This is an optimization exercise on Yosys and OpenROAD, whose aim is small area, not a production implementation.
In this exercise RTL edits were held to simulation tests only and were not proved equivalent to the original.

==> inputs of job 3738 <==
Design filt_fir, start of the top module:
module filt_fir (
  input  wire        i_rst_an,
  input  wire        i_ena,
  input  wire        i_clk,
  input  wire [7:0]  i_data,
  output wire [20:0] o_data
);
make LEC_CHECK=0 CAP_MARGIN=20 CORE_MARGIN=2 CORE_UTILIZATION=70 CTS_BUF_LIST=sky130_fd_sc_hd__clkbuf_4 SLEW_MARGIN=20 SYNTH_HIERARCHICAL=1 SYNTH_MINIMUM_KEEP_SIZE=0 finish   # period 20.0 ns
run.sh (not shown) runs the stock make flow with config.mk's settings and CLKGATE_MAP_FILE= SYNTH_SCRIPT=/design/flow/synth_recipe.tcl, a recipe that flattens the netlist after the stock synthesis.
==> job 8896: changes against job 3738 <==
==> flow/flow/run.sh (new file) <==
#!/bin/bash
# The standard layout (standard.sh: the standard flow's synthesis and ORFS flow, unchanged),
# with two extra ORFS knobs:
#  - port buffers use the smallest buffer cell instead of the default choice;
#  - clock tree synthesis without dummy load cells.
set -euo pipefail
bash standard.sh \
  "BUFFER_PORTS_ARGS=-buffer_cell sky130_fd_sc_hd__buf_1" \
  "CTS_ARGS=-sink_clustering_enable -repair_clock_nets -dont_use_dummy_load -buf_list sky130_fd_sc_hd__clkbuf_4" \
  finish > standard.log 2>&1
==> flow/standard.sh (new file) <==
#!/bin/bash
# synth_recipe.tcl (not shown) runs the flow's synth.tcl, then flattens the netlist and writes it again
# the make line also repeats each setting of config.mk as NAME=value (left out here)
make -C /OpenROAD-flow-scripts/flow DESIGN_CONFIG=/design/flow/config.mk WORK_HOME=/design/flow/orfs CLKGATE_MAP_FILE= SYNTH_SCRIPT=/design/flow/synth_recipe.tcl "${@:-finish}"
removed: flow/run.sh
==> flow_summary.toml <==
[status]
outcome = "no timing/DRC/antenna violations"

[worst_setup_path]
cp_slowest_cell = "fa_1"
r2r_slack_ps = 19080
critPathBufInv = 4

[finish]
fillers = 774
diodes = 1
seq_share_pct = 35.09
nClkBuffers = 17

[placement]
place_area_sq_mm = 0.008995

[drt]
finalWirelength_um = 17370
Source of the figures above: job 8896

==> flow_summary.toml <==
[finish]
fillers = 746
nClkBuffers = 18
seq_share_pct = 33.88

[min_path]
min_from = "s16[7]"

[global_route]
grt_pass1_wl_um = 28680

[drt]
finalWirelength_um = 17270
ant_nets = 0

[status]
outcome = "no timing/DRC/antenna violations"

[worst_setup_path]
r2r_slack_ps = 19100
critPathBufInv = 3
Source of the figures above: job 3738


---

==> v21: inputs <==
Starting RTL as in the previous note.
Settings: LEC_CHECK=0, CAP_MARGIN=20, CORE_MARGIN=2, CORE_UTILIZATION=70, CTS_BUF_LIST=sky130_fd_sc_hd__clkbuf_4, SLEW_MARGIN=20, SYNTH_HIERARCHICAL=1, SYNTH_MINIMUM_KEEP_SIZE=0; clock period 20.0 ns.
standard.sh (not shown) runs the stock make flow with config.mk's settings and CLKGATE_MAP_FILE= SYNTH_SCRIPT=/design/flow/synth_recipe.tcl, a recipe that flattens the netlist after the stock synthesis.
==> flow/flow/run.sh <==
#!/bin/bash
# The standard layout (standard.sh: the standard flow's synthesis and ORFS flow, unchanged),
# with two extra ORFS knobs:
#  - port buffers use the smallest buffer cell instead of the default choice;
#  - clock tree synthesis without dummy load cells.
set -euo pipefail
bash standard.sh \
  "BUFFER_PORTS_ARGS=-buffer_cell sky130_fd_sc_hd__buf_1" \
  "CTS_ARGS=-sink_clustering_enable -repair_clock_nets -dont_use_dummy_load -buf_list sky130_fd_sc_hd__clkbuf_16 -sink_clustering_size 64 -sink_clustering_max_diameter 200" \
  finish > standard.log 2>&1
==> v30: changes against v21 <==
--- a/flow/flow/run.sh
+++ b/flow/flow/run.sh
@@ -8,3 +8,3 @@
   "BUFFER_PORTS_ARGS=-buffer_cell sky130_fd_sc_hd__buf_1" \
-  "CTS_ARGS=-sink_clustering_enable -repair_clock_nets -dont_use_dummy_load -buf_list sky130_fd_sc_hd__clkbuf_16 -sink_clustering_size 64 -sink_clustering_max_diameter 200" \
+  "CTS_ARGS=-sink_clustering_enable -repair_clock_nets -dont_use_dummy_load -buf_list sky130_fd_sc_hd__clkbuf_8 -sink_clustering_size 30 -sink_clustering_max_diameter 100" \
   finish > standard.log 2>&1
==> run notes <==
Drt wl/cell: v30 23.1 um; v21 23.8 um
Multi-input gate share of total cell area: v30 56.3%; v21 55.1%
Wire length of the first global-routing pass: v30 28,000 um; v21 28,700 um
Clock tree root buffer cell: v30 sky130_fd_sc_hd__clkbuf_8; v21 sky130_fd_sc_hd__clkbuf_16
Period utilization: v30 81.5%; v21 81.4%
Worst reg2reg setup slack: v30 19.08 ns; v21 19.06 ns
Total routed wire length on the met1 layer: v30 7900 um; v21 7890 um
Outcome: v30 no timing/DRC/antenna violations; v21 no timing/DRC/antenna violations
Clock tree cell share of total cell area: v30 2.53%; v21 4.50%
Length of routed met3 wiring: v30 690 um; v21 741 um
Share of the final layout cell area in sequential cells: v30 34.7%; v21 33.9%
Final std cell area, no fill: v30 9230 um2; v21 9450 um2
Worst Tran Pin Value: v30 0.867 ns; v21 0.852 ns
Worst-Skew Late Latency: v30 0.43 ns; v21 0.42 ns
P&R area growth vs syn: v30 4.98%; v21 7.43%
Via count of the first global-routing pass: v30 5,272; v21 5,309
Ratio of routed vias to standard cells: v30 6.20; v21 6.21
Clock-pin slew on the worst setup and hold paths: v30 0.06 ns; v21 0.05 ns
Fillers: v30 761; v21 734
Net count, final: v30 807; v21 808
Smallest setup slack after layout: v30 3.70 ns; v21 3.72 ns

## re-timing with driven ports
The results above use ideal ports. As a check the final layouts listed here were re-extracted and re-timed, cells and wires unchanged.
Step 1: set_driving_cell puts a clkbuf_16 on i_clk and a buf_2 on each other input, an assumption about the parent block.
Step 2 adds t to the input delays and takes it off the output delays; t is the mean of the earliest and latest rising clock arrival at the registers after step 1. Input paths then give back, and output paths get back, about the clock's delay inside the block.
Slacks: ideal / step 1 / step 2; pairs: ideal / step 1.
run	shift t [ns]	setup slack, ns	worst slew at a driven data input, ns
job 3738	0.584	2.999 / 2.975 / 2.975	0.04
job 8896	0.555	3.670 / 3.628 / 3.664	0.04
v21	0.454	3.718 / 3.694 / 3.694	0.03
v30	0.459	3.704 / 3.681 / 3.681	0.04
After both steps every run listed still meets setup and hold.
